Background: an optimization exercise with open tools, aiming at small area. Do not read the settings as production practice. RTL that was checked went through simulation tests only; none was proved equivalent to the original. Only the layout flow was run in runs 3 and 4; the RTL was not checked for function there. Power is estimated from default activity; no workload was simulated.

## flow/config.mk

```make
export PLATFORM = sky130hd
export DESIGN_NAME = busmux
export DESIGN_NICKNAME = busmux
export VERILOG_FILES = /design/flow/design.v
export SDC_FILE = /design/flow/constraint.sdc
export NUM_CORES = 4
export LEC_CHECK = 0
export CAP_MARGIN = 20
export CORE_MARGIN = 2
export CORE_UTILIZATION = 40
export SLEW_MARGIN = 20
export SYNTH_HIERARCHICAL = 1
```

## flow/constraint.sdc

```tcl
create_clock -name core_clock -period 6.0 [get_ports {i_clk}]
set_input_delay 1.2000 -clock core_clock [delete_from_list [all_inputs] [get_ports {i_clk}]]
set_output_delay 1.2000 -clock core_clock [all_outputs]
set_load 0.01 [all_outputs]
```

## flow/design.v

```verilog
module busmux #(
    parameter DATAW = 32
) (
    input  wire               i_clk,
    input  wire               i_rst,
    input  wire               i_stb,
    input  wire               i_we,
    input  wire [7:0]         i_addr,
    input  wire [(DATAW-1):0] i_data,
    output wire               o_ack,
    output wire [(DATAW-1):0] o_data,
    output wire               o_xor
);
    localparam NREG = 14;
    function automatic [(NREG-1):0] wsel(input [1:0] g, input [2:0] s);
        begin
            wsel = {NREG{1'b0}};
            case (g)
            2'd0: wsel[s[0]] = 1'b1;
            2'd1: if (s[1:0] != 2'd3) wsel[2 + s[1:0]] = 1'b1;
            2'd2: wsel[5 + s[1:0]] = 1'b1;
            2'd3: if (s <= 3'd4) wsel[9 + s] = 1'b1;
            endcase
        end
    endfunction
    function automatic [(NREG-1):0] rsel(input [2:0] g, input [2:0] s);
        begin
            rsel = {NREG{1'b0}};
            case (g)
            3'd0: rsel[s[0]] = 1'b1;
            3'd1: rsel[(s[1:0] == 2'd3) ? 4 : 2 + s[1:0]] = 1'b1;
            3'd2: rsel[5 + s[1:0]] = 1'b1;
            default: rsel[(s > 3'd4) ? 13 : 9 + s] = 1'b1;
            endcase
        end
    endfunction
    reg               r_wreq;
    reg [1:0]         r_wgrp;
    reg               c_we;
    reg [1:0]         c_grp;
    reg [2:0]         c_slot;
    reg               c_rst;
    reg [(DATAW-1):0] c_data;
    reg [(NREG*DATAW-1):0] mem;
    reg [(NREG-1):0]       par;
    reg               r_stb;
    reg               r_ack;
    reg [(DATAW-1):0] r_data;
    assign o_ack  = r_ack;
    assign o_data = r_data;
    assign o_xor  = ^par;
    always @(posedge i_clk) begin
        r_wreq <= i_stb && i_we && !i_addr[6];
        r_wgrp <= i_addr[5:4];
        c_we   <= r_wreq;
        c_grp  <= r_wgrp;
        c_slot <= i_addr[2:0];
        c_rst  <= i_rst;
        c_data <= i_data;
    end
    wire [(NREG-1):0] a_en  = i_rst ? {NREG{1'b1}} : (r_wreq ? wsel(r_wgrp, i_addr[2:0]) : {NREG{1'b0}});
    wire              a_par = ^i_data & !i_rst;
    wire [(NREG-1):0] par_d;
    genvar i;
    generate
        for (i = 0; i < NREG; i = i + 1) begin : g_par
            bm_hold #(.W(1)) u_par (
                .i_en  (a_en[i]),
                .i_enb (!a_en[i]),
                .i_d   (a_par),
                .i_q   (par[i]),
                .o_d   (par_d[i])
            );
        end
    endgenerate
    always @(posedge i_clk) begin
        par <= par_d;
    end
    wire [(NREG-1):0]      c_en = c_rst ? {NREG{1'b1}} : (c_we ? wsel(c_grp, c_slot) : {NREG{1'b0}});
    wire [(DATAW-1):0]     c_wd = c_data & {DATAW{!c_rst}};
    wire [(NREG*DATAW-1):0] mem_d;
    generate
        for (i = 0; i < NREG; i = i + 1) begin : g_mem
            bm_hold #(.W(DATAW)) u_mem (
                .i_en  (c_en[i]),
                .i_enb (!c_en[i]),
                .i_d   (c_wd),
                .i_q   (mem[i*DATAW +: DATAW]),
                .o_d   (mem_d[i*DATAW +: DATAW])
            );
        end
    endgenerate
    always @(posedge i_clk) begin
        mem <= mem_d;
    end
    wire [(DATAW-1):0] rd;
    bm_rmux #(.W(DATAW), .N(NREG)) u_rmux (
        .i_sel  (rsel(i_addr[6:4], c_slot)),
        .i_d    (mem),
        .o_d    (rd)
    );
    always @(posedge i_clk) begin
        r_data <= rd;
    end
    always @(posedge i_clk) begin
        r_stb <= i_stb;
        if (!r_ack)
            r_ack <= r_stb;
        else
            r_ack <= 1'b0;
    end
endmodule
module bm_hold #(
    parameter W = 32
) (
    input  wire           i_en,
    input  wire           i_enb,
    input  wire [(W-1):0] i_d,
    input  wire [(W-1):0] i_q,
    output wire [(W-1):0] o_d
);
    assign o_d = ({W{i_en}} & i_d) | ({W{i_enb}} & i_q);
endmodule
module bm_rmux #(
    parameter W = 32,
    parameter N = 14
) (
    input  wire [(N-1):0]   i_sel,
    input  wire [(N*W-1):0] i_d,
    output reg  [(W-1):0]   o_d
);
    integer k;
    always @(*) begin
        o_d = {W{1'b0}};
        for (k = 0; k < N; k = k + 1)
            o_d = o_d | ({W{i_sel[k]}} & i_d[k*W +: W]);
    end
endmodule
```

## flow/run.sh

```bash
#!/bin/bash
# synth_recipe.tcl (not shown) runs the flow's synth.tcl, then flattens the netlist and writes it again
# the make line also repeats each setting of config.mk as NAME=value (left out here)
make -C /OpenROAD-flow-scripts/flow DESIGN_CONFIG=/design/flow/config.mk WORK_HOME=/design/flow/orfs CLKGATE_MAP_FILE= SYNTH_SCRIPT=/design/flow/synth_recipe.tcl finish
```

==> results.json, run 1 <==
{
  "power_frac_seq_pct": 45.9,
  "slowest_stage": "o21ai_4",
  "yosys_most_used_dff": "dfxtp_1",
  "post_cts_buffers": 0,
  "dp_slack_ns": 1.405,
  "cts-root-buf": "clkbuf_16",
  "cts.repair.resized": 0,
  "syn-cell-area_sq_um": 20450,
  "leakagePower_nw": 9.114,
  "hp-class": "register to register",
  "via_per_inst": 6.238,
  "slew_headroom_pct": 18.09,
  "routed_wirelength_mm": 65.04,
  "mappedNetlistNets": 1783,
  "gp_congestion": 0.7863,
  "start_util_pct": 40.67,
  "cts_sinks": 538,
  "cts_max_level": 2,
  "p_clk_share_pct": 39.9,
  "yosysWarnings": 8,
  "synth-edff-count": 0,
  "antenna_found_initial": 0,
  "fin_tns_setup_ns": 0,
  "power_w": 0.008959,
  "first_pass_iters": 5,
  "final_antenna_net_count": 0,
  "fin_ws_ns": 1.615,
  "max_freq_mhz": 228.0,
  "cts-buffers-inserted": 54,
  "num_vias": 15427,
  "ioPinCount": 78,
  "drtIter0Drc": 1672,
  "place_hpwl_mm": 36.02,
  "syn_to_final_growth_pct": 14.40,
  "endpoint_kind": "register",
  "synth_area_leaders": "dfxtp_1, a22o_1, a22oi_1",
  "route.detailed.drc": 0,
  "power.share.switching_pct": 25.66,
  "netlist_instances": 1720,
  "place_area_sq_um": 21460,
  "clock_path_buffers": 3,
  "cts_hold_buffers": 0,
  "p_comb_share_pct": 14.1,
  "hold_ws_ns": 0.3975,
  "crit_chain": "inv_1 > ha_1 > o21ai_0 > ha_1 > nand3_1 > nor4_1 > ha_1 > o2111ai_1 > nand2_1 > nand2_1 > o21ai_4 > buf_4 > a22oi_1 > nand4_1",
  "final_area_sq_um": 23390,
  "intPower_w": 0.006660,
  "track_usage_pct": 24.02,
  "switchingPower_w": 0.002298,
  "yosys.cell_types.count": 59,
  "setup_viol": 0,
  "yosysTopAreaCell": "dfxtp_1",
  "clock_skew_ns": 0.01830,
  "tritoncts": "built",
  "post-route-min-period_ns": 4.385,
  "required_ns": 6.52,
  "coreArea_sq_um": 50270,
  "clock_latency_ns": 0.61,
  "netlist.area_leader.share_pct": 52.67,
  "synth-async-reset-ratio_pct": 0,
  "worst-setup-path-type": "register to register",
  "path_common_cell": "ha_1",
  "synth_seq_cells": 538,
  "n_antenna_cell": 0,
  "final_hold_viol_count": 0,
  "grt_max_degree": 34,
  "dieHeight_microns": 230.1,
  "worst_path_largest_cell_delay_ns": 0.91,
  "rsz0062_at_grt": "false",
  "worstSetupStartpointType": "register",
  "cellPowerDensity_nw_per_um2": 383.0,
  "rows": 82,
  "ys_seq_area_share_pct": 52.67,
  "nets": 1820,
  "grt_pass1_wl_mm": 97.51,
  "maxCapViolations": 0,
  "grt_pass1_vias": 15363,
  "drive_above_1_share_pct": 13.38,
  "report.final.slew_viol_count": 0,
  "ir_worst_vdd_mv": 0.2075,
  "crit_path_max_fanout": 20,
  "worstMarginPinSlew_ns": 1.229,
  "die_area_sq_um": 52940,
  "grt-ovfl-total": 0,
  "postSynthAreaPerCell_sq_um": 11.89,
  "status": "finished clean",
  "avgRoutedWirePerCell_microns": 26.30,
  "io_buffers": 75,
  "die_x_microns": 230.1,
  "finalCritPeriodShare_pct": 73.09,
  "path_clk_slew_ns": 0.06,
  "cp.arrival_ns": 4.90
}
[critical path, delay by kind of cell, from the launching register on]
family | cells | cell delay, ns
buffers and inverters | 2 | 0.65
adders and majority gates | 3 | 0.76
and+or+nand+nor | 5 | 0.88
AOI/OAI and AO/OA | 4 | 1.40
DFF | 1 | 0.59
[power by group through the flow]
stage,logic (W),registers (W),clock network (W)
2_1_floorplan,0.000808,0.00415,0
3_3_place_gp,0.00123,0.00417,0
3_5_place_dp,0.00125,0.00418,0
4_1_cts,0.00126,0.00411,0.00362
5_1_grt,0.00135,0.00415,0.00377
6_report,0.00127,0.00411,0.00358
[final timing paths]
check / end / depth (start not counted) / from / slack (ns)
setup / recovery: r_data[14]$_DFF_P_ / 14 / c_slot[1]$_DFF_P_ / 1.61
hold / removal: c_grp[1]$_DFF_P_ / 0 / r_wgrp[1]$_DFF_P_ / 0.40
setup reg to reg: r_data[14]$_DFF_P_ / 14 / c_slot[1]$_DFF_P_ / 1.61
hold reg to reg: c_grp[1]$_DFF_P_ / 0 / r_wgrp[1]$_DFF_P_ / 0.40
[metal layers]
metal	part of all wire, %	vias up	global-route usage (%)	wire (microns)
li1	-	6793	-	-
met1	44	7733	32.93	28770
met2	44	761	37.35	28580
met3	8.5	140	5.047	5539
met4	3.3	0	8.488	2151
met5	0	-	0	0
[cell families (layout without fill, tap and decap cells)]
kind of cell	Yosys count	after routing	share of synthesized area, %
AOI/OAI and AO/OA	754	754	31.84
xor gates and xnor gates	46	46	1.970
adders and majority gates	19	19	1.163
buffers and inverters	171	252	6.688
DFF	538	538	52.67
muxes	4	4	0.2631
and+or+nand+nor	188	188	5.397
[per-stage QoR]
stage,util [%],instances
3_5_place_dp,42.69,2372
4_1_cts,46.46,2472
2_1_floorplan,-,1720
3_3_place_gp,42.53,2369
6_report,46.53,2473
5_1_grt,46.53,2473
[synth_stat cells, types with 4 or more instances]
cell type and instances:
nor2b_1 40, o21bai_1 4, a221oi_2 27, nor3b_1 5, ha_1 19, xnor2_1 40
buf_6 89, inv_1 29, a22o_1 467, a22o_2 29, dfxtp_1 538, clkbuf_1 14
a22oi_1 162, a31o_2 5, nor4_1 6, a21o_1 17, o21ai_1 9, buf_2 35
nor2_1 21, nand2_1 21, xor2_1 6, a221oi_1 5, nand3_1 6, nand2b_1 5
and3_1 34, a21oi_1 5, o21ai_2 4, nand4_1 33
[cells in the final DEF (no fill, tap or decap), drive strengths merged, types with 3 or more instances in the layout]
cell type and n:
clkbuf 84, buf 47, xor2 6, a22o 496, xnor2 40, nor2b 41, bufinv 6, clkinvlp 3
nand2 22, or2 3, nor2 22, a221oi 32, dfxtp 538, a21o 17, nand2b 5, nor3 3
inv 30, clkdlybuf4s50 75, nand3 7, a22oi 162, nor4 6, mux2i 3, nand4 33, nor3b 6
clkinv 7, a31o 5, and2 3, and3 34, o21ai 16, o21bai 4, a21oi 6, ha 19
[final cells by class]
cell class	count	area, sq um
Multi-Input combinational cell	1011	8573
Fill cell	4569	26880
Clock inverter	16	237.7
Tap cell	672	840.8
Clock buffer	84	1658
Inverter	30	115.1
Sequential cell	538	10770
Timing Repair Buffer	122	1196
[sequential cells by signal (all words and copies together), names as in the netlist]
| name | cells |
|---|---|
| mem | 448 |
| c_data | 32 |
| r_data | 32 |
| par | 14 |
| c_slot | 3 |
| c_grp | 2 |
| r_wgrp | 2 |
| c_rst | 1 |
| c_we | 1 |
| r_ack | 1 |
| r_stb | 1 |
| r_wreq | 1 |
==> inputs of run 2 (changes only) <==
--- a/flow/config.mk
+++ b/flow/config.mk
@@ -8,5 +8,6 @@
 export CAP_MARGIN = 20
 export CORE_MARGIN = 2
 export CORE_UTILIZATION = 40
+export CTS_BUF_LIST = sky130_fd_sc_hd__clkbuf_4 sky130_fd_sc_hd__clkbuf_8
 export SLEW_MARGIN = 20
 export SYNTH_HIERARCHICAL = 1
==> results.json, run 2 <==
{
  "gp_congestion": 0.7863,
  "dieHeight_microns": 230.1,
  "yosys.cell_types.count": 59,
  "netlist_instances": 1720,
  "route.detailed.drc": 0,
  "syn_to_final_growth_pct": 14.89,
  "rows": 82,
  "layout_common_cells": "dfxtp_1, a22o_1, a22oi_1",
  "coreArea_sq_um": 50270,
  "drtIter0Drc": 1686,
  "synth-async-reset-ratio_pct": 0,
  "status": "finished clean",
  "synth_common_cells": "dfxtp_1, a22o_1, a22oi_1",
  "finalCritPeriodShare_pct": 72.93,
  "grt_pass1_wl_mm": 97.96,
  "cellPowerDensity_nw_per_um2": 379.6,
  "clock_latency_ns": 0.67,
  "setup_viol": 0,
  "cts_max_level": 3,
  "finalCoreUtilization_pct": 46.73,
  "track_usage_pct": 24.21,
  "final_area_sq_um": 23490,
  "ys_seq_area_share_pct": 52.67,
  "ioPinCount": 78,
  "grt_max_degree": 34,
  "fin_tns_setup_ns": 0,
  "rsz0062_at_grt": "false",
  "yosys.cell_count.top_type": "dfxtp_1",
  "grt_pass1_vias": 15625,
  "antenna_found_initial": 1,
  "clock_skew_ns": 0.02772,
  "start_util_pct": 40.67,
  "crit_path_max_fanout": 20,
  "syn-cell-area_sq_um": 20450,
  "grt-ovfl-total": 0,
  "cts-root-buf": "clkbuf_8",
  "synth-edff-count": 0,
  "hp-class": "register to register",
  "maxCapViolations": 0,
  "required_ns": 6.57,
  "place_hpwl_mm": 36.02,
  "routed_wirelength_mm": 65.46,
  "max_freq_mhz": 228.5,
  "avgRoutedWirePerCell_microns": 25.82,
  "via_per_inst": 6.207,
  "leakagePower_nw": 9.246,
  "final_hold_viol_count": 0,
  "worstRegToRegCells": 14,
  "cts_hold_buffers": 0,
  "yosysWarnings": 8,
  "reg_top3": "mem (448), c_data (32), r_data (32)",
  "cts.repair.resized": 0,
  "slew_headroom_pct": 17.47,
  "tritoncts": "built",
  "first_pass_iters": 6,
  "yosys_most_used_dff": "dfxtp_1",
  "netlist.area_leader.share_pct": 52.67,
  "num_vias": 15734,
  "post-route-min-period_ns": 4.376,
  "clock_path_buffers": 3,
  "yosysTopAreaCell": "dfxtp_1",
  "synth_seq_cells": 538,
  "nets": 1856,
  "worst-setup-path-type": "register to register",
  "regMostFlops": "mem",
  "endpoint_kind": "register",
  "power_w": 0.008917,
  "worstSetupStartpointType": "register",
  "cp.arrival_ns": 4.95,
  "ir_worst_vdd_mv": 0.1922,
  "die_area_sq_um": 52940,
  "path_clk_slew_ns": 0.06,
  "cts_sinks": 538,
  "worstMarginPinSlew_ns": 1.238,
  "largest_reg_flops": 448,
  "die_x_microns": 230.1,
  "hold_depth": 0,
  "cts-buffers-inserted": 90,
  "postSynthAreaPerCell_sq_um": 11.89,
  "io_buffers": 75,
  "mappedNetlistNets": 1783,
  "synth_area_leaders": "dfxtp_1, a22o_1, a22oi_1",
  "drive_above_1_share_pct": 16.92,
  "post_cts_buffers": 0,
  "report.final.slew_viol_count": 0,
  "final_common_cell": "dfxtp_1",
  "place_area_sq_um": 21460,
  "final_antenna_net_count": 0
}
[run 2: cell count changes in the layout (fill, tap and decap cells not counted)]
cell | before | now
clkbuf_8 | 13 | 116
clkbuf_16 | 57 | 0
clkbuf_4 | 0 | 31
clkbuf_1 | 14 | 0
bufinv_16 | 6 | 3
clkinv_8 | 0 | 1
clkinvlp_4 | 3 | 2
diode_2 | 0 | 1
inv_6 | 0 | 1
nor2b_1 | 37 | 38
nor2b_2 | 4 | 3
[run 2: power breakdown]
group	leakage [nW]	total (W)	internal, W	switching (W)
registers	4.47	0.00412	0.00392	0.000197
clock network	1.06	0.00353	0.00205	0.00148
logic	3.71	0.00127	0.000593	0.000676
total	9.25	0.00892	0.00656	0.00235
[run 2: stage by stage]
| stage | worst slack [ns] | std cells | hold WS [ns] |
|---|---|---|---|
| 6_report | 1.624 | 2535 | 0.4020 |
| 5_1_grt | 1.383 | 2535 | 0.4164 |
| 4_1_cts | 1.687 | 2533 | 0.4018 |
| 3_5_place_dp | 1.405 | 2372 | 0.3921 |
| 3_3_place_gp | 1.451 | 2369 | 0.3932 |
| 2_1_floorplan | 2.702 | 1720 | 0.3678 |
[run 2: critical path, cell delays in order, from the launching register on]
cell and delay [ns]:
dfxtp_1 0.59, inv_1 0.21, ha_1 0.35, o21ai_0 0.20, ha_1 0.21, nand3_1 0.09, nor4_1 0.21, ha_1 0.19
o2111ai_1 0.14, nand2_1 0.09, nand2_1 0.26, o21ai_4 0.92, buf_4 0.43, a22oi_1 0.14, nand4_1 0.23
[run 2: logic make-up (layout without fill, tap and decap cells)]
group,count (synthesis),after routing,synth area share [%]
muxes,4,4,0.2631
DFF,538,538,52.67
AOI/OAI and AO/OA,754,754,31.84
buffers and inverters,171,313,6.688
xor gates and xnor gates,46,46,1.970
adders and majority gates,19,19,1.163
other,0,1,0
and+or+nand+nor,188,188,5.397
[run 2: final cells by class]
type                            count  area (sq um)
Fill cell                        4591         26780
Sequential cell                   538         10770
Multi-Input combinational cell   1011          8571
Clock buffer                      147          1829
Timing Repair Buffer              122          1196
Tap cell                          672         840.8
Clock inverter                     14         165.2
Inverter                           30         115.1
Antenna cell                        1         2.502
[run 2: final timing paths]
kind                            slack [ns]         startpoint            endpoint
worst max register to register        1.62  c_slot[1]$_DFF_P_  r_data[14]$_DFF_P_
worst min register to register        0.40  r_wgrp[1]$_DFF_P_    c_grp[1]$_DFF_P_
worst max-delay path                  1.62  c_slot[1]$_DFF_P_  r_data[14]$_DFF_P_
worst min-delay path                  0.40  r_wgrp[1]$_DFF_P_    c_grp[1]$_DFF_P_
[run 2: layer usage]
| layer | global-route usage [%] | vias to the layer above | share of wire (%) |
|---|---|---|---|
| met5 | 0 | - | 0 |
| li1 | - | 6884 | - |
| met1 | 32.87 | 7868 | 43 |
| met4 | 9.294 | 0 | 2.9 |
| met2 | 37.55 | 851 | 44 |
| met3 | 5.258 | 131 | 9.3 |
==> inputs of run 3 (changes only) <==
--- a/flow/design.v
+++ b/flow/design.v
@@ -40,7 +40,8 @@
     reg [1:0]         c_grp;
     reg [2:0]         c_slot;
     reg               c_rst;
-    reg [(DATAW-1):0] c_data;
+    reg [(DATAW-1):0] c_data;    
+    reg               ph;        
     reg [(NREG*DATAW-1):0] mem;
     reg [(NREG-1):0]       par;
     reg               r_stb;
@@ -56,7 +57,12 @@
         c_grp  <= r_wgrp;
         c_slot <= i_addr[2:0];
         c_rst  <= i_rst;
-        c_data <= i_data;
+        c_data <= i_data ^ {DATAW{ph_d}};
+    end
+    wire ph_n = !c_rst && !ph;
+    wire ph_d = !ph_n;
+    always @(posedge i_clk) begin
+        ph <= ph_n;
     end
     wire [(NREG-1):0] a_en  = i_rst ? {NREG{1'b1}} : (r_wreq ? wsel(r_wgrp, i_addr[2:0]) : {NREG{1'b0}});
     wire              a_par = ^i_data & !i_rst;
@@ -77,14 +83,14 @@
         par <= par_d;
     end
     wire [(NREG-1):0]      c_en = c_rst ? {NREG{1'b1}} : (c_we ? wsel(c_grp, c_slot) : {NREG{1'b0}});
-    wire [(DATAW-1):0]     c_wd = c_data & {DATAW{!c_rst}};
+    wire [(DATAW-1):0]     c_wn = ~c_data | {DATAW{c_rst}};
     wire [(NREG*DATAW-1):0] mem_d;
     generate
         for (i = 0; i < NREG; i = i + 1) begin : g_mem
-            bm_hold #(.W(DATAW)) u_mem (
+            bm_tog #(.W(DATAW)) u_mem (
                 .i_en  (c_en[i]),
                 .i_enb (!c_en[i]),
-                .i_d   (c_wd),
+                .i_dn  (c_wn),
                 .i_q   (mem[i*DATAW +: DATAW]),
                 .o_d   (mem_d[i*DATAW +: DATAW])
             );
@@ -100,7 +106,7 @@
         .o_d    (rd)
     );
     always @(posedge i_clk) begin
-        r_data <= rd;
+        r_data <= rd ^ {DATAW{ph}};
     end
     always @(posedge i_clk) begin
         r_stb <= i_stb;
@@ -121,6 +127,17 @@
 );
     assign o_d = ({W{i_en}} & i_d) | ({W{i_enb}} & i_q);
 endmodule
+module bm_tog #(
+    parameter W = 32
+) (
+    input  wire           i_en,
+    input  wire           i_enb,
+    input  wire [(W-1):0] i_dn,
+    input  wire [(W-1):0] i_q,
+    output wire [(W-1):0] o_d
+);
+    assign o_d = ~((i_q | {W{i_en}}) & (i_dn | {W{i_enb}}));
+endmodule
 module bm_rmux #(
     parameter W = 32,
     parameter N = 14
--- a/flow/config.mk
+++ b/flow/config.mk
@@ -8,6 +8,5 @@
 export CAP_MARGIN = 20
 export CORE_MARGIN = 2
 export CORE_UTILIZATION = 40
-export CTS_BUF_LIST = sky130_fd_sc_hd__clkbuf_4 sky130_fd_sc_hd__clkbuf_8
 export SLEW_MARGIN = 20
 export SYNTH_HIERARCHICAL = 1
==> results.json, run 3 <==
{
  "grt_pass1_wl_mm": 94.53,
  "cts.repair.resized": 0,
  "ioPinCount": 78,
  "synth_seq_cells": 539,
  "post-route-min-period_ns": 4.867,
  "worstMarginPinSlew_ns": 1.087,
  "first_pass_iters": 6,
  "grt-ovfl-total": 0,
  "start_util_pct": 40.34,
  "nets": 1881,
  "report.final.slew_viol_count": 0,
  "crit_end": "r_data[25]$_DFF_P_",
  "layout_common_cells": "dfxtp_1, o22ai_1, a22oi_1",
  "grt_pass1_vias": 15728,
  "synth_common_cells": "dfxtp_1, o22ai_1, a22oi_1",
  "worstSetupStartpointType": "register",
  "required_ns": 6.52,
  "routed_wirelength_mm": 62.56,
  "netlist.area_leader.share_pct": 54.99,
  "post_cts_buffers": 0,
  "syn_to_final_growth_pct": 14.45,
  "tritoncts": "built",
  "max_freq_mhz": 205.5,
  "synth-edff-count": 0,
  "path_clk_slew_ns": 0.06,
  "cts-buffers-inserted": 55,
  "timing.rr.end": "r_data[25]$_DFF_P_",
  "cp-startpoint": "c_slot[0]$_DFF_P_",
  "r2r_start": "c_slot[0]$_DFF_P_",
  "setup_viol": 0,
  "yosysTopAreaCell": "dfxtp_1",
  "maxCapViolations": 0,
  "grt_max_degree": 50,
  "reg_top3": "mem (448), c_data (32), r_data (32)",
  "place_hpwl_mm": 35.03,
  "drtIter0Drc": 1455,
  "rsz0062_at_grt": "false",
  "synth-async-reset-ratio_pct": 0,
  "final_area_sq_um": 22460,
  "crit_path_max_fanout": 19,
  "leakagePower_nw": 8.319,
  "place_area_sq_um": 20710,
  "ys_seq_area_share_pct": 54.99,
  "n_antenna_cell": 0,
  "coreArea_sq_um": 48650,
  "slew_headroom_pct": 27.53,
  "clock_path_buffers": 3,
  "cp.arrival_ns": 5.39,
  "synth_area_leaders": "dfxtp_1, o22ai_1, a22oi_1",
  "route.detailed.drc": 0,
  "syn-cell-area_sq_um": 19620,
  "via_per_inst": 6.310,
  "fin_tns_setup_ns": 0,
  "avgRoutedWirePerCell_microns": 25.22,
  "largest_reg_flops": 448,
  "cts_hold_buffers": 0,
  "cellPowerDensity_nw_per_um2": 413.1,
  "antenna_found_initial": 0,
  "hp-class": "register to register",
  "yosys.cell_types.count": 58,
  "die_x_microns": 225.5,
  "worstRegToRegCells": 17,
  "yosys.cell_count.top_type": "dfxtp_1",
  "rows": 81,
  "finalCritPeriodShare_pct": 81.12,
  "drive_above_1_share_pct": 10.27,
  "final_common_cell": "dfxtp_1",
  "final_antenna_net_count": 0,
  "endpoint_kind": "register",
  "ir_worst_vdd_mv": 0.2303,
  "netlist_instances": 1786,
  "regMostFlops": "mem",
  "clock_latency_ns": 0.61,
  "final_hold_viol_count": 0,
  "reg2reg_slack_ns": 1.13,
  "num_vias": 15655,
  "gp_congestion": 0.8080,
  "dieHeight_microns": 225.5,
  "track_usage_pct": 24.46,
  "clock_skew_ns": 0.01703,
  "yosysWarnings": 8,
  "die_area_sq_um": 50850,
  "mappedNetlistNets": 1849,
  "worst-setup-path-type": "register to register",
  "cts-root-buf": "clkbuf_16",
  "io_buffers": 75,
  "postSynthAreaPerCell_sq_um": 10.99,
  "cts_sinks": 539,
  "yosys_most_used_dff": "dfxtp_1",
  "status": "finished clean",
  "cts_max_level": 2
}
run 3: cell types whose count changed after synthesis, sizes merged, moves of 3 or more:
cell,change
a22o,-444
o22ai,+451
o21ai,-3
xor2,+31
nor4,-5
nor2b,-30
nand3,-3
xnor2,+33
inv,+4
nand2b,+32
mux2i,-3
a21o,+6
run 3: final cells by class:
cell class,count,area (sq um)
Clock buffer,87,1628
Tap cell,622,778.2
Fill cell,4521,26190
Timing Repair Buffer,118,1131
Sequential cell,539,10790
Clock inverter,11,123.9
Inverter,34,127.6
Multi-Input combinational cell,1070,7878
run 3: worst min-delay path by stage:
stage,from,endpoint,cells after the start
3_5_place_dp,r_wreq$_DFF_P_,c_we$_DFF_P_,0
2_1_floorplan,r_wgrp[1]$_DFF_P_,c_grp[1]$_DFF_P_,0
4_1_cts,r_wreq$_DFF_P_,c_we$_DFF_P_,0
3_3_place_gp,r_wreq$_DFF_P_,c_we$_DFF_P_,0
6_report,r_wgrp[1]$_DFF_P_,c_grp[1]$_DFF_P_,0
5_1_grt,r_wreq$_DFF_P_,c_we$_DFF_P_,0
run 3: through the flow:
stage               power [W]  utilization (%)  setup WS, ns  cells  hold WS (ns)
floorplan            0.005373                -         2.544   1786        0.3678
global placement     0.005952            42.51         1.217   2382        0.4054
detailed placement   0.006011            42.57         1.136   2383        0.4117
CTS                  0.009327            46.17         1.161   2481        0.4198
global route         0.009635            46.17        0.8853   2481        0.4314
finish               0.009278            46.17         1.133   2481        0.4157
run 3: worst max-delay path, cell delays in order (launching register included):
cell and delay, ns:
dfxtp_1 0.61, inv_2 0.21, ha_1 0.35, and2b_4 0.32, nor2_4 0.05, ha_1 0.24, and3_1 0.18, ha_1 0.19
mux2_4 0.26, a31oi_1 0.16, and2_1 0.18, nand2b_1 0.25, o21ai_4 0.72, buf_4 0.38, a22oi_1 0.11, and3_1 0.25
nand4_1 0.11, xor2_1 0.18
run 3: per-layer routing:
layer  GRT usage, %  up-vias  wire (microns)
li1               -     7014               -
met1          31.80     7703           26030
met2          39.29      761           28090
met3          4.355      177            5524
met4          11.84        0            2918
met5              0        -               0
run 3: logic make-up (layout without fill, tap and decap cells):
family                     after synthesis  after routing  synth area share (%)
AOI/OAI and AO/OA                      756            756                 27.41
xor gates and xnor gates               110            110                 4.909
adders and majority gates               19             19                 1.211
buffers and inverters                  177            250                 5.879
DFF                                    539            539                 54.99
muxes                                    1              1               0.07649
and+or+nand+nor                        184            184                 5.528
run 3: power breakdown:
group          switching (W)  total, W  leakage, nW  internal (W)
clock network        0.00140   0.00334        0.860       0.00194
registers           0.000274   0.00438         4.54       0.00411
logic               0.000837   0.00156         2.92      0.000722
total                0.00251   0.00928         8.32       0.00677
==> inputs of run 4 (changes only) <==
--- a/flow/config.mk
+++ b/flow/config.mk
@@ -8,5 +8,7 @@
 export CAP_MARGIN = 20
 export CORE_MARGIN = 2
 export CORE_UTILIZATION = 40
+export CTS_CLUSTER_DIAMETER = 150
+export CTS_CLUSTER_SIZE = 30
 export SLEW_MARGIN = 20
 export SYNTH_HIERARCHICAL = 1
==> results.json, run 4 <==
{
  "status": "finished clean",
  "cellPowerDensity_nw_per_um2": 360.4,
  "ys_seq_area_share_pct": 54.99,
  "path_common_cell": "ha_1",
  "clock_latency_ns": 0.58,
  "setup_viol": 0,
  "hp-class": "register to register",
  "syn-cell-area_sq_um": 19620,
  "gp_congestion": 0.8080,
  "reg_top3": "mem (448), c_data (32), r_data (32)",
  "drtIter0Drc": 1395,
  "via_per_inst": 6.378,
  "final_common_cell": "dfxtp_1",
  "n_antenna_cell": 0,
  "clock_path_buffers": 3,
  "track_usage_pct": 23.93,
  "netlist_instances": 1786,
  "num_vias": 15346,
  "regMostFlops": "mem",
  "cts-buffers-inserted": 21,
  "clock_skew_ns": 0.02397,
  "final_hold_viol_count": 0,
  "tritoncts": "built",
  "yosysWarnings": 8,
  "min-delay-start": "r_wgrp[1]$_DFF_P_",
  "worst_path_largest_cell_delay_ns": 0.72,
  "grt_pass1_wl_mm": 93.02,
  "slowest_stage": "o21ai_4",
  "crit_path_max_fanout": 19,
  "antenna_found_initial": 0,
  "grt-ovfl-total": 0,
  "grt_max_degree": 50,
  "path_clk_slew_ns": 0.11,
  "required_ns": 6.49,
  "endpoint_kind": "register",
  "worstMarginPinSlew_ns": 1.082,
  "multi_input_area_sq_um": 7878,
  "drive_above_1_share_pct": 7.567,
  "synth_common_cells": "dfxtp_1, o22ai_1, a22oi_1",
  "cts-root-buf": "clkbuf_16",
  "cts.repair.resized": 0,
  "final_antenna_net_count": 0,
  "cts_max_level": 1,
  "netlist.area_leader.share_pct": 54.99,
  "synth_area_leaders": "dfxtp_1, o22ai_1, a22oi_1",
  "yosysTopAreaCell": "dfxtp_1",
  "crit_chain": "inv_2 > ha_1 > and2b_4 > nor2_4 > ha_1 > and3_1 > ha_1 > mux2_4 > a31oi_1 > and2_1 > nand2b_1 > o21ai_4 > buf_4 > a22oi_1 > and3_1 > nand4_1 > xor2_1",
  "cts_hold_buffers": 0,
  "dieHeight_microns": 225.5,
  "maxCapViolations": 0,
  "layout_common_cells": "dfxtp_1, o22ai_1, a22oi_1",
  "nets": 1847,
  "syn_to_final_growth_pct": 8.263,
  "post-route-min-period_ns": 4.874,
  "slew_headroom_pct": 27.89,
  "max_freq_mhz": 205.2,
  "power_w": 0.007658,
  "ioPinCount": 78,
  "synth-async-reset-ratio_pct": 0,
  "worst-setup-path-type": "register to register",
  "yosys_most_used_dff": "dfxtp_1",
  "io_buffers": 75,
  "coreArea_sq_um": 48650,
  "mappedNetlistNets": 1849,
  "largest_reg_flops": 448,
  "cts_sinks": 539,
  "yosys.cell_types.count": 58,
  "ir_worst_vdd_mv": 0.1665,
  "synth_seq_cells": 539,
  "rsz0062_at_grt": "false",
  "start_util_pct": 40.34,
  "postSynthAreaPerCell_sq_um": 10.99,
  "finalCritPeriodShare_pct": 81.23,
  "report.final.slew_viol_count": 0,
  "cp-startpoint": "c_slot[0]$_DFF_P_",
  "route.detailed.drc": 0,
  "r2r_start": "c_slot[0]$_DFF_P_",
  "routed_wirelength_mm": 61.61,
  "fillers": 4609,
  "regArea_sq_um": 10790,
  "synth-edff-count": 0,
  "first_pass_iters": 5,
  "yosys.cell_count.top_type": "dfxtp_1",
  "leakagePower_nw": 7.724,
  "grt_pass1_vias": 15380,
  "rows": 81,
  "die_area_sq_um": 50850,
  "post_cts_buffers": 0,
  "cp.arrival_ns": 5.36,
  "fin_tns_setup_ns": 0,
  "worstSetupStartpointType": "register",
  "avgRoutedWirePerCell_microns": 25.61,
  "path_delay_family": "simple AND/OR/NAND/NOR gates",
  "die_x_microns": 225.5,
  "place_hpwl_mm": 35.03,
  "path_buf_inv": 2
}
==> run 4: cell type report <==
class / count / share of cell area, %
sequential: 539 / 50.80
multi-input combinational: 1070 / 37.08
timing repair buffer: 118 / 5.324
tap: 622 / 3.663
clock buffer: 22 / 2.491
inverter: 34 / 0.6007
clock inverter: 1 / 0.04122
==> run 4: report_power, final <==
part / internal (W) / total [W] / switching (W)
logic: 0.000723 / 0.00156 / 0.000836
clock network: 0.000642 / 0.00173 / 0.00108
registers: 0.00410 / 0.00437 / 0.000274
==> run 4: per-layer routing <==
| layer | track usage (%) | wire (microns) | vias up |
|---|---|---|---|
| li1 | - | - | 6903 |
| met1 | 31.77 | 25990 | 7585 |
| met2 | 38.83 | 27950 | 706 |
| met3 | 3.494 | 5063 | 152 |
| met4 | 10.32 | 2600 | 0 |
| met5 | 0 | 0 | - |
==> run 4: path summary, 6_finish.rpt <==
path,endpoint,slack [ns],cells after the start
max,r_data[25]$_DFF_P_,1.13,17
min,c_grp[1]$_DFF_P_,0.43,0
max reg2reg,r_data[25]$_DFF_P_,1.13,17
min reg2reg,c_grp[1]$_DFF_P_,0.43,0
==> run 4: logic make-up after synthesis <==
group | synth area share [%]
adders and majority gates | 1.211
DFF | 54.99
muxes | 0.07649
buffers and inverters | 5.879
AOI/OAI and AO/OA | 27.41
and+or+nand+nor | 5.528
xor gates and xnor gates | 4.909
==> run 4: through the flow <==
step | hold slack [ns] | worst slack [ns] | area (sq um) | instances | util, %
floorplan | 0.3678 | 2.544 | 19620 | 1786 | -
global placement | 0.4054 | 1.217 | 20680 | 2382 | 42.51
detailed placement | 0.4117 | 1.136 | 20710 | 2383 | 42.57
CTS | 0.4294 | 1.152 | 21250 | 2406 | 43.67
global route | 0.4416 | 0.8701 | 21250 | 2406 | 43.67
finish | 0.4266 | 1.126 | 21250 | 2406 | 43.67
==> run 4: worst reg2reg max path, cell delays in order, from the launching register on <==
cell and delay, ns:
dfxtp_1 0.63, inv_2 0.21, ha_1 0.35, and2b_4 0.32, nor2_4 0.05, ha_1 0.24
and3_1 0.18, ha_1 0.20, mux2_4 0.26, a31oi_1 0.16, and2_1 0.17, nand2b_1 0.25
o21ai_4 0.72, buf_4 0.39, a22oi_1 0.12, and3_1 0.25, nand4_1 0.11, xor2_1 0.19
==> inputs of run 5 (changes only) <==
--- a/flow/design.v
+++ b/flow/design.v
@@ -14,24 +14,43 @@
     localparam NREG = 14;
     function automatic [(NREG-1):0] wsel(input [1:0] g, input [2:0] s);
         begin
-            wsel = {NREG{1'b0}};
-            case (g)
-            2'd0: wsel[s[0]] = 1'b1;
-            2'd1: if (s[1:0] != 2'd3) wsel[2 + s[1:0]] = 1'b1;
-            2'd2: wsel[5 + s[1:0]] = 1'b1;
-            2'd3: if (s <= 3'd4) wsel[9 + s] = 1'b1;
-            endcase
+            wsel[0]  = (g == 2'd0) && !s[0];
+            wsel[1]  = (g == 2'd0) &&  s[0];
+            wsel[2]  = (g == 2'd1) && (s[1:0] == 2'd0);
+            wsel[3]  = (g == 2'd1) && (s[1:0] == 2'd1);
+            wsel[4]  = (g == 2'd1) && (s[1:0] == 2'd2);
+            wsel[5]  = (g == 2'd2) && (s[1:0] == 2'd0);
+            wsel[6]  = (g == 2'd2) && (s[1:0] == 2'd1);
+            wsel[7]  = (g == 2'd2) && (s[1:0] == 2'd2);
+            wsel[8]  = (g == 2'd2) && (s[1:0] == 2'd3);
+            wsel[9]  = (g == 2'd3) && (s == 3'd0);
+            wsel[10] = (g == 2'd3) && (s == 3'd1);
+            wsel[11] = (g == 2'd3) && (s == 3'd2);
+            wsel[12] = (g == 2'd3) && (s == 3'd3);
+            wsel[13] = (g == 2'd3) && (s == 3'd4);
         end
     endfunction
     function automatic [(NREG-1):0] rsel(input [2:0] g, input [2:0] s);
+        reg g0, g1, g2, g3;
         begin
-            rsel = {NREG{1'b0}};
-            case (g)
-            3'd0: rsel[s[0]] = 1'b1;
-            3'd1: rsel[(s[1:0] == 2'd3) ? 4 : 2 + s[1:0]] = 1'b1;
-            3'd2: rsel[5 + s[1:0]] = 1'b1;
-            default: rsel[(s > 3'd4) ? 13 : 9 + s] = 1'b1;
-            endcase
+            g0 = (g == 3'd0);
+            g1 = (g == 3'd1);
+            g2 = (g == 3'd2);
+            g3 = g[2] || (g[1:0] == 2'd3);
+            rsel[0]  = g0 && !s[0];
+            rsel[1]  = g0 &&  s[0];
+            rsel[2]  = g1 && (s[1:0] == 2'd0);
+            rsel[3]  = g1 && (s[1:0] == 2'd1);
+            rsel[4]  = g1 &&  s[1];
+            rsel[5]  = g2 && (s[1:0] == 2'd0);
+            rsel[6]  = g2 && (s[1:0] == 2'd1);
+            rsel[7]  = g2 && (s[1:0] == 2'd2);
+            rsel[8]  = g2 && (s[1:0] == 2'd3);
+            rsel[9]  = g3 && (s == 3'd0);
+            rsel[10] = g3 && (s == 3'd1);
+            rsel[11] = g3 && (s == 3'd2);
+            rsel[12] = g3 && (s == 3'd3);
+            rsel[13] = g3 && s[2];
         end
     endfunction
     reg               r_wreq;
--- a/flow/config.mk
+++ b/flow/config.mk
@@ -7,7 +7,7 @@
 export LEC_CHECK = 0
 export CAP_MARGIN = 20
 export CORE_MARGIN = 2
-export CORE_UTILIZATION = 40
+export CORE_UTILIZATION = 65
 export CTS_CLUSTER_DIAMETER = 150
 export CTS_CLUSTER_SIZE = 30
 export SLEW_MARGIN = 20
==> results.json, run 5 <==
{
  "status": "finished clean",
  "netlist_instances": 1676,
  "start_util_pct": 65.77,
  "synth-async-reset-ratio_pct": 0,
  "synth-edff-count": 0,
  "first_pass_iters": 8,
  "cts-buffers-inserted": 21,
  "avgRoutedWirePerCell_microns": 28.30,
  "final_common_cell": "dfxtp_1",
  "worst-setup-path-type": "input port to register",
  "final_antenna_net_count": 0,
  "finalCoreUtilization_pct": 70.06,
  "synth_common_cells": "dfxtp_1, o22ai_1, a22oi_1",
  "cts_max_level": 1,
  "endpoint_kind": "register",
  "grt-ovfl-total": 0,
  "die_area_sq_um": 30260,
  "intPower_w": 0.005337,
  "tritoncts": "built",
  "final_hold_viol_count": 0,
  "fin_ws_ns": 2.390,
  "rsz0062_at_grt": "false",
  "place_hpwl_mm": 31.61,
  "finalCritPeriodShare_pct": 60.17,
  "yosys.cell_count.top_type": "dfxtp_1",
  "mappedNetlistNets": 1720,
  "largest_reg_flops": 448,
  "coreArea_sq_um": 28550,
  "syn-cell-area_sq_um": 18780,
  "clock_latency_ns": 0.55,
  "die_x_microns": 174.0,
  "cts.repair.resized": 0,
  "synth_seq_cells": 539,
  "cts-root-buf": "clkbuf_16",
  "gp_congestion": 0.8103,
  "power.share.switching_pct": 27.37,
  "crit_path_max_fanout": 32,
  "num_vias": 15019,
  "drive_above_1_share_pct": 7.430,
  "placed_cells": 2031,
  "leakagePower_nw": 7.260,
  "ioPinCount": 78,
  "cts_hold_buffers": 0,
  "yosys_most_used_dff": "dfxtp_1",
  "syn_to_final_growth_pct": 6.524,
  "yosysWarnings": 8,
  "fin_tns_setup_ns": 0,
  "io_buffers": 75,
  "ir_worst_vdd_mv": 0.3289,
  "grt_pass1_wl_mm": 87.71,
  "dieHeight_microns": 174.0,
  "switchingPower_w": 0.002011,
  "max_freq_mhz": 277.0,
  "clock_skew_ns": 0.01788,
  "clock_path_buffers": 3,
  "nets": 1714,
  "grt_pass1_vias": 14547,
  "drtIter0Drc": 1667,
  "cellPowerDensity_nw_per_um2": 367.4,
  "hold_ws_ns": 0.4245,
  "hp-class": "register to register",
  "report.final.slew_viol_count": 0,
  "reg_top3": "mem (448), c_data (32), r_data (32)",
  "yosys.cell_types.count": 34,
  "n_antenna_cell": 0,
  "p_comb_share_pct": 18.1,
  "netlist.area_leader.share_pct": 57.47,
  "cp.arrival_ns": 4.06,
  "stdcell_count": 2053,
  "slowest_stage": "nor2_4",
  "crit_chain": "clkdlybuf4s50_1 > a21oi_1 > or2_2 > nor2_4 > a22oi_1 > and3_1 > nand4_1 > xor2_1",
  "synth_area_leaders": "dfxtp_1, o22ai_1, a22oi_1",
  "worst_path_largest_cell_delay_ns": 0.87,
  "setup_viol": 0,
  "power_frac_seq_pct": 59.1,
  "dp_slack_ns": 1.941,
  "required_ns": 6.45,
  "postSynthAreaPerCell_sq_um": 11.20,
  "p_clk_share_pct": 22.9,
  "cts_sinks": 539,
  "layout_common_cells": "dfxtp_1, o22ai_1, a22oi_1",
  "path_clk_slew_ns": 0.11,
  "rows": 62,
  "yosysTopAreaCell": "dfxtp_1",
  "post-route-min-period_ns": 3.610,
  "slew_headroom_pct": 20.73,
  "regMostFlops": "mem",
  "route.detailed.drc": 0,
  "ys_seq_area_share_pct": 57.47,
  "maxCapViolations": 0,
  "grt_max_degree": 47,
  "worstMarginPinSlew_ns": 1.186,
  "worstSetupStartpointType": "input port",
  "track_usage_pct": 37.58,
  "routed_wirelength_mm": 58.11,
  "post_cts_buffers": 0,
  "antenna_found_initial": 0,
  "via_per_inst": 7.316
}
==> run 5: changes by cell type in the layout (fill, tap and decap cells not counted), moves of 9 or more <==
cell     before  now
nor2_1       18    9
o21ai_4       9    0
nand2_1      21    5
ha_1         19    0
a21o_1       23   10
==> run 5: power groups by stage <==
stage / sequential (W) / clock [W] / combinational, W
2_1_floorplan: 0.00437 / 0 / 0.000836
3_3_place_gp: 0.00439 / 0 / 0.00127
3_5_place_dp: 0.00441 / 0 / 0.00130
4_1_cts: 0.00433 / 0.00168 / 0.00131
5_1_grt: 0.00439 / 0.00180 / 0.00141
6_report: 0.00434 / 0.00168 / 0.00133
==> run 5: per-stage QoR <==
step	cell area (sq um)	power, W
after global routing	20000	0.007598
after global placement	19420	0.005657
after CTS	20000	0.007321
final	20000	0.007348
after detailed placement	19470	0.005716
after floorplan	18780	0.005210
==> run 5: worst max-delay path: cells and delay by family <==
kind | cells | cell delay, ns
and+or+nand+nor | 4 | 1.63
xor gates and xnor gates | 1 | 0.24
buffers and inverters | 1 | 0.62
AOI/OAI and AO/OA | 2 | 0.31
==> run 5: layout make-up <==
type	instances	area, sq um
sequential	539	10790
fill	2214	8547
clock buffer	22	529.3
tap	384	480.5
inverter	29	108.9
multi-input combinational	966	7013
timing repair buffer	113	1076
==> run 5: cell families after synthesis <==
group                  Yosys count  share of synthesized area (%)
AO/OA/AOI/OAI                  715                          26.99
XOR/XNOR                       108                          5.038
buffers and inverters          171                          6.018
flip-flops                     539                          57.47
AND/OR/NAND/NOR                143                          4.485
==> run 5: path summary, 6_finish.rpt <==
path                                         from                  to  slack [ns]  cells past startpoint
worst max-delay path                    i_addr[4]  r_data[15]$_DFF_P_        2.39                      8
worst min-delay path            r_wgrp[1]$_DFF_P_    c_grp[1]$_DFF_P_        0.42                      0
worst max register to register  c_slot[0]$_DFF_P_    mem[186]$_DFF_P_        2.79                      5
worst min register to register  r_wgrp[1]$_DFF_P_    c_grp[1]$_DFF_P_        0.42                      0
==> run 5: layer usage <==
layer	track usage [%]	up-vias	share of wire, %
met3	6.846	226	10
met1	51.27	7385	40
li1	-	6488	-
met5	0	-	0
met2	59.35	920	45
met4	15.62	0	5.0
==> inputs of run 6 (changes only) <==
--- a/flow/config.mk
+++ b/flow/config.mk
@@ -7,7 +7,7 @@
 export LEC_CHECK = 0
 export CAP_MARGIN = 20
 export CORE_MARGIN = 2
-export CORE_UTILIZATION = 65
+export CORE_UTILIZATION = 40
 export CTS_CLUSTER_DIAMETER = 150
 export CTS_CLUSTER_SIZE = 30
 export SLEW_MARGIN = 20
==> results.json, run 6 <==
{
  "avgRoutedWirePerCell_microns": 26.17,
  "tritoncts": "built",
  "rows": 79,
  "yosys.cell_count.top_type": "dfxtp_1",
  "ioPinCount": 78,
  "largest_reg_flops": 448,
  "via_per_inst": 6.470,
  "post_cts_buffers": 0,
  "yosysTopAreaCell": "dfxtp_1",
  "nets": 1716,
  "cts_sinks": 539,
  "place_hpwl_mm": 33.03,
  "die_x_microns": 220.7,
  "synth_seq_cells": 539,
  "synth-edff-count": 0,
  "synth-async-reset-ratio_pct": 0,
  "regMostFlops": "mem",
  "ys_seq_area_share_pct": 57.47,
  "required_ns": 6.44,
  "crit_chain": "clkdlybuf4s50_1 > a21oi_1 > or2_2 > nor2_4 > buf_4 > a22oi_1 > and3_1 > nand4_1 > xor2_1",
  "worst-setup-path-type": "input port to register",
  "drtIter0Drc": 1479,
  "hp-class": "register to register",
  "finalCritPeriodShare_pct": 60.00,
  "synth_common_cells": "dfxtp_1, o22ai_1, a22oi_1",
  "setup_viol": 0,
  "yosysWarnings": 8,
  "cp.arrival_ns": 4.04,
  "grt_max_degree": 48,
  "final_antenna_net_count": 0,
  "reg_top3": "mem (448), c_data (32), r_data (32)",
  "placed_cells": 2256,
  "clock_path_buffers": 3,
  "worst_path_largest_cell_delay_ns": 0.62,
  "dieHeight_microns": 220.7,
  "report.final.slew_viol_count": 0,
  "leakagePower_nw": 7.257,
  "track_usage_pct": 24.06,
  "io_buffers": 75,
  "mappedNetlistNets": 1720,
  "route.detailed.drc": 0,
  "antenna_found_initial": 0,
  "maxCapViolations": 0,
  "grt_pass1_wl_mm": 88.46,
  "post-route-min-period_ns": 3.600,
  "cts_max_level": 1,
  "grt-ovfl-total": 0,
  "grt_pass1_vias": 14119,
  "first_pass_iters": 6,
  "yosys_most_used_dff": "dfxtp_1",
  "cellPowerDensity_nw_per_um2": 365.0,
  "coreArea_sq_um": 46460,
  "worstSetupStartpointType": "input port",
  "final_common_cell": "dfxtp_1",
  "path_buf_inv": 2,
  "die_area_sq_um": 48690,
  "crit_path_max_fanout": 17,
  "slowest_stage": "clkdlybuf4s50_1",
  "path_delay_family": "simple AND/OR/NAND/NOR gates",
  "cts-root-buf": "clkbuf_16",
  "synth_area_leaders": "dfxtp_1, o22ai_1, a22oi_1",
  "rsz0062_at_grt": "false",
  "cts-buffers-inserted": 21,
  "endpoint_kind": "register",
  "gp_congestion": 0.7759,
  "cts.repair.resized": 0,
  "clock_skew_ns": 0.01342,
  "layout_common_cells": "dfxtp_1, o22ai_1, a22oi_1",
  "slew_headroom_pct": 29.79,
  "worstMarginPinSlew_ns": 1.052,
  "num_vias": 14739,
  "path_clk_slew_ns": 0.12,
  "drive_above_1_share_pct": 7.600,
  "clock_latency_ns": 0.57,
  "netlist_instances": 1676,
  "cts_hold_buffers": 0,
  "start_util_pct": 40.41,
  "syn_to_final_growth_pct": 7.890,
  "final_hold_viol_count": 0,
  "status": "finished clean",
  "yosys.cell_types.count": 34,
  "fin_tns_setup_ns": 0,
  "netlist.area_leader.share_pct": 57.47,
  "routed_wirelength_mm": 59.62,
  "ir_worst_vdd_mv": 0.5152,
  "syn-cell-area_sq_um": 18780,
  "max_freq_mhz": 277.8,
  "postSynthAreaPerCell_sq_um": 11.20,
  "n_antenna_cell": 0,
  "stdcell_count": 2278
}
## run 6: cells by family after synthesis
group                  count (synthesis)  share of synthesized area [%]
AND/OR/NAND/NOR                      143                          4.485
XOR/XNOR                             108                          5.038
flip-flops                           539                          57.47
buffers and inverters                171                          6.018
AO/OA/AOI/OAI                        715                          26.99
## run 6: layout make-up
type,instances,area [sq um]
Fill cell,4376,26200
Sequential cell,539,10790
Multi-Input combinational cell,966,7003
Timing Repair Buffer,115,1064
Tap cell,607,759.5
Clock buffer,22,529.3
Inverter,29,108.9
## run 6: report_power, final
part | switching [W] | internal (W) | total, W
Clock | 0.00108 | 0.000639 | 0.00172
Combinational | 0.000710 | 0.000621 | 0.00133
Sequential | 0.000265 | 0.00408 | 0.00434
## run 6: per-layer routing
layer | wire length, microns | part of all wire (%) | global-route usage (%)
met3 | 5850 | 9.8 | 3.945
met4 | 1946 | 3.3 | 7.933
met2 | 25930 | 43 | 36.86
met5 | 0 | 0 | 0
met1 | 25900 | 43 | 34.44
## run 6: stage by stage
stage / power, W / util, % / cell area (sq um) / setup WS [ns] / hold WS (ns)
2_1_floorplan: 0.005210 / - / 18780 / 3.336 / 0.3799
3_3_place_gp: 0.005690 / 42.42 / 19710 / 1.887 / 0.4091
3_5_place_dp: 0.005737 / 42.46 / 19730 / 1.827 / 0.4076
4_1_cts: 0.007399 / 43.60 / 20260 / 2.403 / 0.4272
5_1_grt: 0.007680 / 43.60 / 20260 / 2.353 / 0.4429
6_report: 0.007394 / 43.60 / 20260 / 2.400 / 0.4248
## run 6: final timing paths
check / start / to / slack, ns / cells after the start
setup / recovery: i_addr[4] / r_data[29]$_DFF_P_ / 2.40 / 9
hold / removal: r_wgrp[1]$_DFF_P_ / c_grp[1]$_DFF_P_ / 0.42 / 0
setup reg to reg: c_slot[0]$_DFF_P_ / mem[382]$_DFF_P_ / 2.72 / 6
hold reg to reg: r_wgrp[1]$_DFF_P_ / c_grp[1]$_DFF_P_ / 0.42 / 0
==> inputs of run 7 (changes only) <==
==> flow/flow/run.sh (new file) <==
#!/bin/bash
set -euo pipefail
export BUFFER_PORTS_ARGS="-buffer_cell sky130_fd_sc_hd__buf_1"
bash standard.sh finish > orfs_make.log 2>&1
==> flow/standard.sh (new file) <==
#!/bin/bash
# synth_recipe.tcl (not shown) runs the flow's synth.tcl, then flattens the netlist and writes it again
# the make line also repeats each setting of config.mk as NAME=value (left out here)
make -C /OpenROAD-flow-scripts/flow DESIGN_CONFIG=/design/flow/config.mk WORK_HOME=/design/flow/orfs CLKGATE_MAP_FILE= SYNTH_SCRIPT=/design/flow/synth_recipe.tcl "${@:-finish}"
removed: flow/run.sh
==> results.json, run 7 <==
{
  "synth-edff-count": 0,
  "multi_input_area_sq_um": 7013,
  "track_usage_pct": 24.26,
  "final_common_cell": "dfxtp_1",
  "hp-class": "register to register",
  "clock_skew_ns": 0.01305,
  "cts-buffers-inserted": 21,
  "post_cts_buffers": 0,
  "endpoint_kind": "register",
  "cts_max_level": 1,
  "cellPowerDensity_nw_per_um2": 365.1,
  "via_per_inst": 6.420,
  "place_area_sq_um": 19250,
  "finalCoreUtilization_pct": 42.70,
  "start_util_pct": 40.41,
  "cts.repair.resized": 0,
  "worstSetupStartpointType": "input port",
  "final_antenna_net_count": 0,
  "avgRoutedWirePerCell_microns": 26.30,
  "syn-cell-area_sq_um": 18780,
  "cts_hold_buffers": 0,
  "first_pass_iters": 6,
  "largest_reg_flops": 448,
  "netlist_instances": 1676,
  "netlist.area_leader.share_pct": 57.47,
  "drive_above_1_share_pct": 7.425,
  "crit_path_max_fanout": 14,
  "finalCritPeriodShare_pct": 52.31,
  "yosysTopAreaCell": "dfxtp_1",
  "max_freq_mhz": 318.6,
  "synth_area_leaders": "dfxtp_1, o22ai_1, a22oi_1",
  "grt-ovfl-total": 0,
  "synth_top_family_by_area": "compound AO/OA/AOI/OAI gates",
  "synth_seq_cells": 539,
  "ioPinCount": 78,
  "fin_tns_setup_ns": 0,
  "report.final.slew_viol_count": 0,
  "yosysWarnings": 8,
  "synth_xor_xnor_area_share_pct": 5.038,
  "cts-root-buf": "clkbuf_16",
  "coreArea_sq_um": 46460,
  "antenna_found_initial": 0,
  "gp_congestion": 0.7781,
  "route.detailed.drc": 0,
  "ir_worst_vdd_mv": 0.3212,
  "grt_pass1_wl_mm": 89.42,
  "cts_sinks": 539,
  "status": "finished clean",
  "yosys.cell_count.top_type": "dfxtp_1",
  "routed_wirelength_mm": 59.88,
  "worstMarginPinSlew_ns": 1.060,
  "num_vias": 14618,
  "required_ns": 6.50,
  "tritoncts": "built",
  "yosys.cell_types.count": 34,
  "layout_common_cells": "dfxtp_1, o22ai_1, a22oi_1",
  "cp.arrival_ns": 3.64,
  "place_hpwl_mm": 32.28,
  "regMostFlops": "mem",
  "maxCapViolations": 0,
  "slew_headroom_pct": 29.21,
  "worst-setup-path-type": "input port to register",
  "path_clk_slew_ns": 0.11,
  "fin_ws_ns": 2.861,
  "synth-simple-area-share_pct": 4.485,
  "die_x_microns": 220.7,
  "rows": 79,
  "reg_top3": "mem (448), c_data (32), r_data (32)",
  "synthAdderAreaFrac_pct": 0,
  "clock_latency_ns": 0.55,
  "syn_to_final_growth_pct": 5.658,
  "grt_max_degree": 48,
  "mappedNetlistNets": 1720,
  "post-route-min-period_ns": 3.139,
  "dp_slack_ns": 2.189,
  "yosys_most_used_dff": "dfxtp_1",
  "synth-compound-area-share_pct": 26.99,
  "synth-async-reset-ratio_pct": 0,
  "n_antenna_cell": 0,
  "dieHeight_microns": 220.7,
  "synthMuxAreaShare_pct": 0,
  "final_area_sq_um": 19840,
  "clock_path_buffers": 3,
  "grt_pass1_vias": 14405,
  "nets": 1715,
  "power_w": 0.007243,
  "setup_viol": 0,
  "regArea_sq_um": 10790,
  "io_buffers": 75,
  "drtIter0Drc": 1703,
  "final_hold_viol_count": 0,
  "fillers": 4436,
  "die_area_sq_um": 48690,
  "ys_seq_area_share_pct": 57.47,
  "synth_common_cells": "dfxtp_1, o22ai_1, a22oi_1",
  "rsz0062_at_grt": "false",
  "leakagePower_nw": 7.058,
  "postSynthAreaPerCell_sq_um": 11.20
}
-- run 7: changes by cell type in the layout (fill, tap and decap cells not counted), moves of 3 or more --
cell / before / now
buf_1: 0 / 75
buf_16: 0 / 3
buf_4: 39 / 36
clkdlybuf4s50_1: 75 / 0
-- run 7: path summary, 6_finish.rpt --
check / start / endpoint / slack, ns / cells after the start
max: i_data[13] / par[4]$_DFF_P_ / 2.86 / 8
min reg2reg: r_ack$_SDFF_PP0_ / r_ack$_SDFF_PP0_ / 0.43 / 1
max reg2reg: c_rst$_DFF_P_ / mem[4]$_DFF_P_ / 2.92 / 6
min: r_ack$_SDFF_PP0_ / r_ack$_SDFF_PP0_ / 0.43 / 1
-- run 7: metal layers --
| layer | up-vias | GRT usage (%) | wire length (microns) |
|---|---|---|---|
| li1 | 6493 | - | - |
| met1 | 7327 | 33.92 | 25850 |
| met2 | 658 | 39.41 | 27360 |
| met3 | 140 | 3.258 | 4976 |
| met4 | 0 | 6.489 | 1700 |
| met5 | - | 0 | 0 |
-- run 7: cells by family (layout without fill, tap and decap cells) --
logic type                count (synthesis)  in the layout
AOI/OAI and AO/OA                       715            715
and+or+nand+nor                         143            143
DFF                                     539            539
buffers and inverters                   171            165
xor gates and xnor gates                108            108
-- run 7: report_power, final --
| group | switching [W] | total, W | internal [W] |
|---|---|---|---|
| Clock | 0.00106 | 0.00170 | 0.000638 |
| Sequential | 0.000264 | 0.00434 | 0.00408 |
| Combinational | 0.000709 | 0.00120 | 0.000495 |
-- run 7: cell type report --
type,instances,share of cell area [%]
repair buffers,114,3.198
multi-input cells,966,35.35
well taps,607,3.828
clock buffers,22,2.668
inverters,29,0.5487
flip-flops and latches,539,54.41
-- run 7: metrics by stage --
step	instances	hold slack [ns]
global route	2277	0.4405
CTS	2275	0.4280
floorplan	1676	0.3799
detailed placement	2253	0.4040
global placement	2252	0.4030
finish	2277	0.4275
-- run 7: worst max-delay path, stage by stage --
cell	delay, ns
buf_1	0.10
xnor2_1	0.51
xnor2_1	0.16
xnor2_1	0.17
xnor2_1	0.38
xnor2_1	0.12
nor2_1	0.70
a22o_1	0.27
==> inputs of run 8 (changes only) <==
==> flow/flow/run.sh (replaced) <==
#!/bin/bash
set -euo pipefail
export BUFFER_PORTS_ARGS="-buffer_cell sky130_fd_sc_hd__buf_1"
export RECOVER_POWER=100
bash standard.sh finish > orfs_make.log 2>&1
==> results.json, run 8 <==
{
  "status": "failed layout checks",
  "so_faults": "max-capacitance violations, max-slew violations",
  "power_frac_seq_pct": 59.9,
  "report.final.slew_viol_count": 439,
  "hold_ws_ns": 0.4276,
  "grt_max_degree": 48,
  "yosys.cell_count.top_type": "dfxtp_1",
  "cts_sinks": 539,
  "finalCritPeriodShare_pct": 76.46,
  "post_cts_buffers": 0,
  "synth_common_cells": "dfxtp_1, o22ai_1, a22oi_1",
  "antenna_found_initial": 0,
  "n_antenna_cell": 0,
  "worstMarginPinSlew_ns": 2.765,
  "coreArea_sq_um": 46460,
  "max_freq_mhz": 218.0,
  "worst-setup-path-type": "input port to register",
  "tritoncts": "built",
  "cp.arrival_ns": 5.07,
  "start_util_pct": 40.41,
  "drive_above_1_share_pct": 6.228,
  "crit_path_max_fanout": 32,
  "required_ns": 6.48,
  "route.detailed.drc": 0,
  "grt_util_met1_pct": 33.92,
  "setup_viol": 0,
  "synth-edff-count": 0,
  "post-route-min-period_ns": 4.588,
  "rows": 79,
  "ioPinCount": 78,
  "cts_hold_buffers": 0,
  "dp_slack_ns": 2.189,
  "clock_latency_ns": 0.56,
  "nets": 1715,
  "dieHeight_microns": 220.7,
  "worstSetupStartpointType": "input port",
  "postSynthAreaPerCell_sq_um": 11.20,
  "synth-async-reset-ratio_pct": 0,
  "busiest_layer": "met2",
  "yosysTopAreaCell": "dfxtp_1",
  "path_clk_slew_ns": 0.11,
  "cts-root-buf": "clkbuf_16",
  "leakagePower_nw": 7.023,
  "fin_ws_ns": 1.412,
  "grt_pass1_wl_mm": 89.42,
  "die_area_sq_um": 48690,
  "cellPowerDensity_nw_per_um2": 366.3,
  "first_pass_iters": 6,
  "drtIter0Drc": 1793,
  "hp-class": "register to register",
  "track_usage_pct": 24.26,
  "slew_headroom_pct": -84.35,
  "syn-cell-area_sq_um": 18780,
  "ir_worst_vdd_mv": 0.3211,
  "use_met2_pct": 39.41,
  "syn_to_final_growth_pct": 5.411,
  "yosys_most_used_dff": "dfxtp_1",
  "place_area_sq_um": 19250,
  "path_buf_inv": 2,
  "intPower_w": 0.005210,
  "yosysWarnings": 8,
  "via_per_inst": 6.483,
  "synth_seq_cells": 539,
  "largest_reg_flops": 448,
  "path_delay_family": "buffers and inverters",
  "netlist_instances": 1676,
  "routed_wirelength_mm": 60.07,
  "clock_path_buffers": 3,
  "worst_path_largest_cell_delay_ns": 1.85,
  "layout_common_cells": "dfxtp_1, o22ai_1, a22oi_1",
  "cts.repair.resized": 0,
  "io_buffers": 75,
  "power.share.switching_pct": 28.12,
  "switchingPower_w": 0.002038,
  "rsz0062_at_grt": "false",
  "reg_top3": "mem (448), c_data (32), r_data (32)",
  "die_x_microns": 220.7,
  "avgRoutedWirePerCell_microns": 26.38,
  "final_antenna_net_count": 0,
  "worstRegToRegCells": 7,
  "path_depth": 9,
  "ys_seq_area_share_pct": 57.47,
  "yosys.cell_types.count": 34,
  "final_area_sq_um": 19790,
  "endpoint_kind": "register",
  "p_clk_share_pct": 23.5,
  "hold_depth": 1,
  "netlist.area_leader.share_pct": 57.47,
  "slowest_stage": "clkbuf_1",
  "crit_chain": "clkbuf_1 > a21oi_1 > or2_0 > nor3_2 > clkbuf_1 > a22oi_1 > and3_1 > nand4_1 > xor2_1",
  "regMostFlops": "mem",
  "clock_skew_ns": 0.01549,
  "fin_tns_setup_ns": 0,
  "cts-buffers-inserted": 21,
  "cts_max_level": 1,
  "maxCapViolations": 16,
  "gp_congestion": 0.7781,
  "grt_pass1_vias": 14405,
  "p_comb_share_pct": 16.6,
  "place_hpwl_mm": 32.28,
  "mappedNetlistNets": 1720,
  "num_vias": 14762,
  "final_common_cell": "dfxtp_1",
  "groute.layer.met3.usage_pct": 3.258,
  "path_common_cell": "clkbuf_1",
  "synth_area_leaders": "dfxtp_1, o22ai_1, a22oi_1",
  "final_hold_viol_count": 0,
  "grt-ovfl-total": 0
}
run 8: cell counts after synthesis:
No cell type changed its count.
run 8: stage by stage:
stage	util (%)	power, W	std cells
2_1_floorplan	-	0.005210	1676
3_3_place_gp	41.38	0.005563	2252
3_5_place_dp	41.44	0.005610	2253
4_1_cts	42.58	0.007258	2275
5_1_grt	42.60	0.007540	2277
6_report	42.60	0.007249	2277
run 8: path summary, 6_finish.rpt:
kind | end | slack (ns) | from
min | r_ack$_SDFF_PP0_ | 0.43 | r_ack$_SDFF_PP0_
max | r_data[1]$_DFF_P_ | 1.41 | i_addr[4]
min reg2reg | r_ack$_SDFF_PP0_ | 0.43 | r_ack$_SDFF_PP0_
max reg2reg | mem[414]$_DFF_P_ | 1.90 | c_grp[0]$_DFF_P_
run 8: worst register-to-register path, cell delays in order, from the launching register on:
cell      delay (ns)
dfxtp_1         0.53
nand3_1         0.12
nor2_1          0.60
a31oi_4         0.13
buf_4           0.34
clkinv_1        0.10
clkbuf_1        1.73
o22ai_1         0.32
run 8: area by class of cell:
cell class                      count  area (sq um)
Clock buffer                       22         529.3
Fill cell                        4443         26670
Inverter                           29         108.9
Multi-Input combinational cell    966          7005
Sequential cell                   539         10790
Tap cell                          607         759.5
Timing Repair Buffer              114         596.8
run 8: layer usage:
metal | up-vias | routed length, microns | share of wire, %
met5 | - | 0 | 0
met4 | 0 | 1535 | 2.6
met3 | 129 | 4910 | 8.2
met2 | 706 | 27660 | 46
met1 | 7441 | 25970 | 43
li1 | 6486 | - | -
run 8: power groups by stage:
stage                     sequential (W)  combinational (W)  clock [W]
final                            0.00434            0.00120    0.00170
after global routing             0.00440            0.00129    0.00185
after CTS                        0.00434            0.00120    0.00172
after detailed placement         0.00442            0.00119          0
after global placement           0.00440            0.00116          0
after floorplan                  0.00437           0.000836          0
run 8: cells by family (layout without fill, tap and decap cells):
| family | after synthesis | in the layout | synth area share (%) |
|---|---|---|---|
| buffers and inverters | 171 | 165 | 6.018 |
| AND/OR/NAND/NOR | 143 | 143 | 4.485 |
| flip-flops | 539 | 539 | 57.47 |
| XOR/XNOR | 108 | 108 | 5.038 |
| AO/OA/AOI/OAI | 715 | 715 | 26.99 |

## afterwards: timing with drivers on the ports
In the flow no input, the clock included, has a driving cell. The finished layouts below were timed again as built, in two steps. Step 1 assumes that a clkbuf_16 drives the clock port and a buf_2 every other input. Step 2 times the ports against the registers' clock, not the clock port: input delays grow and output delays shrink by t, the midpoint of the rising clock arrivals with the driver on. Three values: no drivers, after step 1, after step 2; two values: the first two.
run | t, ns | slack for setup (ns) | hold WS [ns] | worst data-port slew with drivers (ns) | cell pins on the clock port's net
run 1 | 0.655 | 1.615 / 1.615 / 1.298 | 0.397 / 0.397 / 0.397 | 0.04 | 1
run 2 | 0.710 | 1.624 / 1.624 / 1.295 | 0.402 / 0.402 / 0.402 | 0.04 | 1
run 3 | 0.656 | 1.133 / 1.133 / 1.112 | 0.416 / 0.416 / 0.416 | 0.03 | 1
run 4 | 0.625 | 1.126 / 1.126 / 1.101 | 0.427 / 0.427 / 0.427 | 0.03 | 1
run 5 | 0.597 | 2.390 / 2.419 / 1.822 | 0.425 / 0.425 / 0.425 | 0.04 | 1
run 6 | 0.615 | 2.400 / 2.426 / 1.810 | 0.425 / 0.425 / 0.425 | 0.04 | 1
run 7 | 0.602 | 2.861 / 2.895 / 2.293 | 0.428 / 0.428 / 0.428 | 0.04 | 1
run 8 | 0.603 | 1.412 / 1.439 / 0.836 | 0.428 / 0.428 / 0.428 | 0.04 | 1
For run 6, which loses most, drivers alone change the setup slack by +0.026 ns; drivers and shift together by -0.590 ns.
